This is an optimization exercise on Yosys and OpenROAD, whose aim is small area and a short achievable clock period, not a production implementation. RTL that was checked went through simulation tests only; none was proved equivalent to the original. No activity file was given, so power comes from the tool's default toggle rates.

red:
Design FIR_filter, start of the top module:
module FIR_filter #(
    parameter  N1   = 8,
    parameter  N2 = 16 ,
    parameter integer N3  = 32
)(
    input  wire                      clk,
    input  wire                      rst,
    input  wire                      enable,
    input  wire signed [N2-1:0]    input_data,
    output  signed [N3-1:0]   sampleT,
   output   signed [N3-1:0] output_data
);
For scale: roughly 160 flip-flops, about 83 I/O pins, roughly 12000 sq um of cells after synthesis.
clock: 12.0 ns
lec_check: 0
cap_margin: 20
core_margin: 2
core_utilization: 60
cts_buf_list: sky130_fd_sc_hd__clkbuf_8
cts_cluster_diameter: 100
cts_cluster_size: 40
place_density: 0.7
slew_margin: 20
synth_hierarchical: 1
synth_minimum_keep_size: 0
standard.sh (not shown) runs the stock make flow with config.mk's settings and CLKGATE_MAP_FILE= SYNTH_SCRIPT=/design/flow/synth_recipe.tcl, a recipe that flattens the netlist after the stock synthesis.
==> flow/flow/run.sh <==
#!/bin/bash
# The standard layout (the standard.sh, unchanged synthesis and steps), with the
# port buffers that the flow inserts on every input and output made from buf_2 cells.
# make's output goes to layout.log; each tool's own log is under orfs/logs/.
set -euo pipefail
bash standard.sh 'BUFFER_PORTS_ARGS=-buffer_cell sky130_fd_sc_hd__buf_2' finish > layout.log 2>&1
[inputs] blue vs red
==> flow/run.sh (new file) <==
#!/bin/bash
# synth_recipe.tcl (not shown) runs the flow's synth.tcl, then flattens the netlist and writes it again
# the make line also repeats each setting of config.mk as NAME=value (left out here)
make -C /OpenROAD-flow-scripts/flow DESIGN_CONFIG=/design/flow/config.mk WORK_HOME=/design/flow/orfs CLKGATE_MAP_FILE= SYNTH_SCRIPT=/design/flow/synth_recipe.tcl finish
removed: flow/flow/run.sh
removed: flow/standard.sh
### Flow results
blue has completed all stages; timing, DRC and antenna checks passed.
Power in combinational cells grows by a few percent when moving from red to blue.
Latest clock arrival within the worst-skew pair of red is on par with blue.
Diff red -> blue: wire length has decreased; number of distinct library cell variants in the gate-level netlist after synthesis has remained practically unchanged; clock network area share has increased; worst hold-check slack has increased; data arrival time of the worst path has decreased.
Going from red to blue, the worst setup slack after layout was found to have gone down by 0.072 ns.
Going from red to blue, the final area was found to have gone up by about 4.3%.

---

## run M
Another version of the RTL of FIR_filter (not shown whole).
Size in the first run: about 1000 cells after synthesis, roughly 160 flip-flops, ~83 I/O pins, about 0.012 sq mm of cells after synthesis.
export LEC_CHECK = 0
export CAP_MARGIN = 20
export CORE_MARGIN = 2
export CORE_UTILIZATION = 60
export CTS_BUF_LIST = sky130_fd_sc_hd__clkbuf_8
export CTS_CLUSTER_DIAMETER = 100
export CTS_CLUSTER_SIZE = 40
export PLACE_DENSITY = 0.7
export SLEW_MARGIN = 20
export SYNTH_HIERARCHICAL = 1
export SYNTH_MINIMUM_KEEP_SIZE = 0
create_clock -name core_clock -period 12.0 [get_ports {clk}]
==> flow/flow/run.sh <==
#!/bin/bash
# The standard layout (the standard.sh, unchanged synthesis and steps), with the
# port buffers that the flow inserts on every input and output made from buf_2 cells.
# make's output goes to layout.log; each tool's own log is under orfs/logs/.
set -euo pipefail
bash standard.sh 'BUFFER_PORTS_ARGS=-buffer_cell sky130_fd_sc_hd__buf_2' finish > layout.log 2>&1
Run M completed end to end with timing, DRC and antenna clean.
[inputs] run R vs run M
==> flow/flow/run.sh <==
#!/bin/bash
# The standard layout (the standard.sh, unchanged synthesis and steps), with the
# port buffers that the flow inserts on every input and output made from buf_2 cells,
# and repair_timing asked for more setup slack than the 12 ns clock needs.
# make's output goes to layout.log; each tool's own log is under orfs/logs/.
set -euo pipefail
bash standard.sh 'BUFFER_PORTS_ARGS=-buffer_cell sky130_fd_sc_hd__buf_2' SETUP_SLACK_MARGIN=7.6 TNS_END_PERCENT=5 finish > layout.log 2>&1
Results
Sequential logic power up about 0.9% in run R wrt run M. Run R reports its commonest non-fill, non-tap cell in the layout as sky130_fd_sc_hd__nor2_1 while run M reports sky130_fd_sc_hd__fa_1. Looking at total routed wire length on the met1 layer, run R sits below run M. Compared with run M, run R shows leakage dissipation that has gone up slightly. From run M to run R the numbers moved as follows: area growth from synthesis to final layout went up by 1.8 points; mean number of vias per cell went down by about 0.55%; post-route worst hold slack was more or less identical; total global-route track usage was more or less identical. Compared run R against run M; final worst clock skew within noise.

---

Setup of v8:
FIR_filter, a different RTL version from the one above (not shown whole).
Size in the first run: roughly 160 flip-flops, roughly 83 I/O pins, about 11000 um2 of cells after synthesis.
Design FIR_filter, start of the top module:
module FIR_filter #(
    parameter  N1   = 8,
    parameter  N2 = 16 ,
    parameter integer N3  = 32
)(
    input  wire                      clk,
    input  wire                      rst,
    input  wire                      enable,
    input  wire signed [N2-1:0]    input_data,
    output  signed [N3-1:0]   sampleT,
   output   signed [N3-1:0] output_data
);
  reg [15:0] s0;
  reg [16:0] u0, u1, u2, u3, u4, u5;
  reg [5:0] ylo;
  reg yc;
  reg [18:0] yhp, yhg;
  wire vs1, vc2;
  fir_fa u_vs1 (.a(u1[0]), .b(u3[0]), .c(~s0[0]), .s(vs1), .co(vc2));
  wire vs3, vc4;
  fir_fa u_vs3 (.a(u1[1]), .b(u3[1]), .c(~s0[1]), .s(vs3), .co(vc4));
  wire vs5, vc6;
  fir_fa u_vs5 (.a(~u5[1]), .b(vc2), .c(vs3), .s(vs5), .co(vc6));
  wire vs7, vc8;
  fir_fa u_vs7 (.a(u1[2]), .b(u3[2]), .c(~s0[2]), .s(vs7), .co(vc8));
  wire vs9, vc10;
  fir_fa u_vs9 (.a(~u5[2]), .b(vc4), .c(vs7), .s(vs9), .co(vc10));
  wire vs11, vc12;
  fir_fa u_vs11 (.a(u1[3]), .b(u3[3]), .c(~s0[3]), .s(vs11), .co(vc12));
  wire vs13, vc14;
  fir_fa u_vs13 (.a(~u5[3]), .b(vc8), .c(vs11), .s(vs13), .co(vc14));
  ...
Settings: LEC_CHECK=0, CAP_MARGIN=20, CORE_MARGIN=2, CORE_UTILIZATION=75, CTS_BUF_LIST=sky130_fd_sc_hd__clkbuf_8, CTS_CLUSTER_DIAMETER=100, CTS_CLUSTER_SIZE=40, GPL_TIMING_DRIVEN=1, PLACE_DENSITY=0.8, SLEW_MARGIN=20, SYNTH_HIERARCHICAL=1, SYNTH_MINIMUM_KEEP_SIZE=0; clock period 12.0 ns.
==> flow/flow/run.sh <==
#!/bin/bash
# The standard layout (the standard.sh, unchanged synthesis and steps), with the
# port buffers that the flow inserts on every input and output made from buf_1 cells,
# and repair_timing asked for more setup slack than the 12 ns clock needs.
# make's output goes to layout.log; each tool's own log is under orfs/logs/.
set -euo pipefail
bash standard.sh 'BUFFER_PORTS_ARGS=-buffer_cell sky130_fd_sc_hd__buf_1' SETUP_SLACK_MARGIN=7.6 TNS_END_PERCENT=5 finish > layout.log 2>&1
--- input diff v8..v9 ---
- clearing GPL_TIMING_DRIVEN, which used to be 1
Results
Re total power: no difference whatsoever between v8 and v9. Between v9 and v8, the difference in final worst slack is negligible. Total placed cells including tap cells came out exactly the same in v9 and v8. Re fmax: no difference whatsoever between v8 and v9. Changes observed in v9 relative to v8: fraction of met3 tracks used by global routing essentially unchanged, synthesized area essentially unchanged.

---

FIR_filter again, from the RTL that the note above started with.
Settings: LEC_CHECK=0, CAP_MARGIN=20, CORE_MARGIN=2, CORE_UTILIZATION=75, CTS_BUF_LIST=sky130_fd_sc_hd__clkbuf_8, CTS_CLUSTER_DIAMETER=100, CTS_CLUSTER_SIZE=40, PLACE_DENSITY=0.8, SLEW_MARGIN=20, SYNTH_HIERARCHICAL=1, SYNTH_MINIMUM_KEEP_SIZE=0; clock period 12.0 ns.
==> flow/flow/run.sh <==
#!/bin/bash
# The standard layout (the standard.sh, unchanged synthesis and steps), with the
# port buffers that the flow inserts on every input and output made from buf_1 cells,
# and repair_timing asked for more setup slack than the 12 ns clock needs.
# make's output goes to layout.log; each tool's own log is under orfs/logs/.
set -euo pipefail
bash standard.sh 'BUFFER_PORTS_ARGS=-buffer_cell sky130_fd_sc_hd__buf_1' SETUP_SLACK_MARGIN=7.9 TNS_END_PERCENT=5 finish > layout.log 2>&1
The baseline passed the timing, design-rule and antenna checks.
Edit:
--- a/flow/flow/run.sh
+++ b/flow/flow/run.sh
@@ -5,3 +5,3 @@
 # make's output goes to layout.log; each tool's own log is under orfs/logs/.
 set -euo pipefail
-bash standard.sh 'BUFFER_PORTS_ARGS=-buffer_cell sky130_fd_sc_hd__buf_1' SETUP_SLACK_MARGIN=7.9 TNS_END_PERCENT=5 finish > layout.log 2>&1
+bash standard.sh 'BUFFER_PORTS_ARGS=-buffer_cell sky130_fd_sc_hd__buf_1' SETUP_SLACK_MARGIN=7.6 TNS_END_PERCENT=5 finish > layout.log 2>&1
Settings changed: CORE_UTILIZATION 75 to 85, PLACE_DENSITY 0.8 to 0.9.
- The new run passed the timing, design-rule and antenna checks
- count of clock-buffer cells in the layout fell by 1
- worst setup slack is worse by 190 ps
- die area came out lower by 11%
- hold slack improves by 5.7 ps
- non-clock buffer count grows by 3
- wire length goes up by 33%
- via count rises by 15%
- sequential power increases by about 1%
- first-iteration DRC count rose to 2.6 times its value
Edit:
Settings changed: CORE_UTILIZATION 85 to 75, CTS_BUF_LIST sky130_fd_sc_hd__clkbuf_8 to sky130_fd_sc_hd__clkbuf_8 sky130_fd_sc_hd__clkbuf_16, CTS_CLUSTER_DIAMETER 100 to 60, CTS_CLUSTER_SIZE 40 to 25, PLACE_DENSITY 0.9 to 0.8.
The new run passed the timing, design-rule and antenna checks.
Via count is lower by 11%.
Hold slack got worse by 14 ps.
Count of clock-buffer cells in the layout is higher by 1.
Global-route usage falls by 9.6 points.
Combinational power went down by about 10%.
Flip-flop and latch count stays the same.
Final area grows by 1.3%.
Clock power grows by about 40%.
Area after synthesis stays the same.
Total power is higher by about 1.2%.
Routed wire length went down by 19%.

---

Another version of the RTL of FIR_filter (not shown whole).
Size: roughly 160 flip-flops, about 83 I/O pins.
Settings: LEC_CHECK=0, CAP_MARGIN=20, CORE_MARGIN=2, CORE_UTILIZATION=60, CTS_BUF_LIST=sky130_fd_sc_hd__clkbuf_8, CTS_CLUSTER_DIAMETER=100, CTS_CLUSTER_SIZE=40, PLACE_DENSITY=0.7, SLEW_MARGIN=20, SYNTH_HIERARCHICAL=1, SYNTH_MINIMUM_KEEP_SIZE=0; clock period 12.0 ns.
==> flow/flow/run.sh <==
#!/bin/bash
# The standard layout (the standard.sh, unchanged synthesis and steps), with the
# port buffers that the flow inserts on every input and output made from buf_2 cells,
# and repair_timing asked for more setup slack than the 12 ns clock needs.
# make's output goes to layout.log; each tool's own log is under orfs/logs/.
set -euo pipefail
bash standard.sh 'BUFFER_PORTS_ARGS=-buffer_cell sky130_fd_sc_hd__buf_2' SETUP_SLACK_MARGIN=7.6 TNS_END_PERCENT=5 finish > layout.log 2>&1
The baseline completed without violations.
Change:
==> flow/flow/run.sh (replaced) <==
#!/bin/bash
# The standard layout (the standard.sh, unchanged synthesis and steps), with the
# port buffers that the flow inserts on every input and output made from buf_1 cells,
# and repair_timing asked for more setup slack than the 12 ns clock needs.
# make's output goes to layout.log; each tool's own log is under orfs/logs/.
set -euo pipefail
bash standard.sh 'BUFFER_PORTS_ARGS=-buffer_cell sky130_fd_sc_hd__buf_1' SETUP_SLACK_MARGIN=7.6 TNS_END_PERCENT=5 finish > layout.log 2>&1
=> Routed wire length goes down by a few percent. Utilization goes down by 0.49 points. Flip-flop and latch count is unchanged. Cell count stays flat.
No functional check of the RTL was part of any run of this note.

==> port drivers added, routing unchanged <==
The flow's constraints put no driver on any port. The routed layouts listed below were extracted and timed again, unchanged, in two steps. Step 1 assumes that a clkbuf_16 drives the clock port and a buf_2 every other input. Step 2 times the ports against the registers' clock, not the clock port: input delays grow and output delays shrink by t, the midpoint of the rising clock arrivals with the driver on. Three values: ideal ports, drivers, drivers and shift; two values: the first two.
run | t (ns) | setup slack, ns | clock arrival spread, ns
red | 0.499 | 6.900 / 6.900 / 6.900 | 0.010 / 0.010
blue | 0.501 | 6.828 / 6.787 / 6.547 | 0.016 / 0.016
run M | 0.508 | 7.178 / 7.134 / 7.107 | 0.019 / 0.020
run R | 0.493 | 7.394 / 7.350 / 7.167 | 0.016 / 0.015
v8 | 0.499 | 7.442 / 7.407 / 7.018 | 0.010 / 0.010
v9 | 0.499 | 7.442 / 7.407 / 7.018 | 0.010 / 0.010
the first run of note 4 | 0.510 | 7.413 / 7.372 / 7.012 | 0.014 / 0.014
the second run of note 4 | 0.487 | 7.225 / 7.190 / 6.853 | 0.010 / 0.011
the third run of note 4 | 0.474 | 7.433 / 7.388 / 7.029 | 0.014 / 0.014
the first run of note 5 | 0.496 | 7.364 / 7.323 / 7.190 | 0.010 / 0.011
the second run of note 5 | 0.488 | 7.391 / 7.352 / 7.035 | 0.016 / 0.016
After both steps every run listed still meets setup and hold.
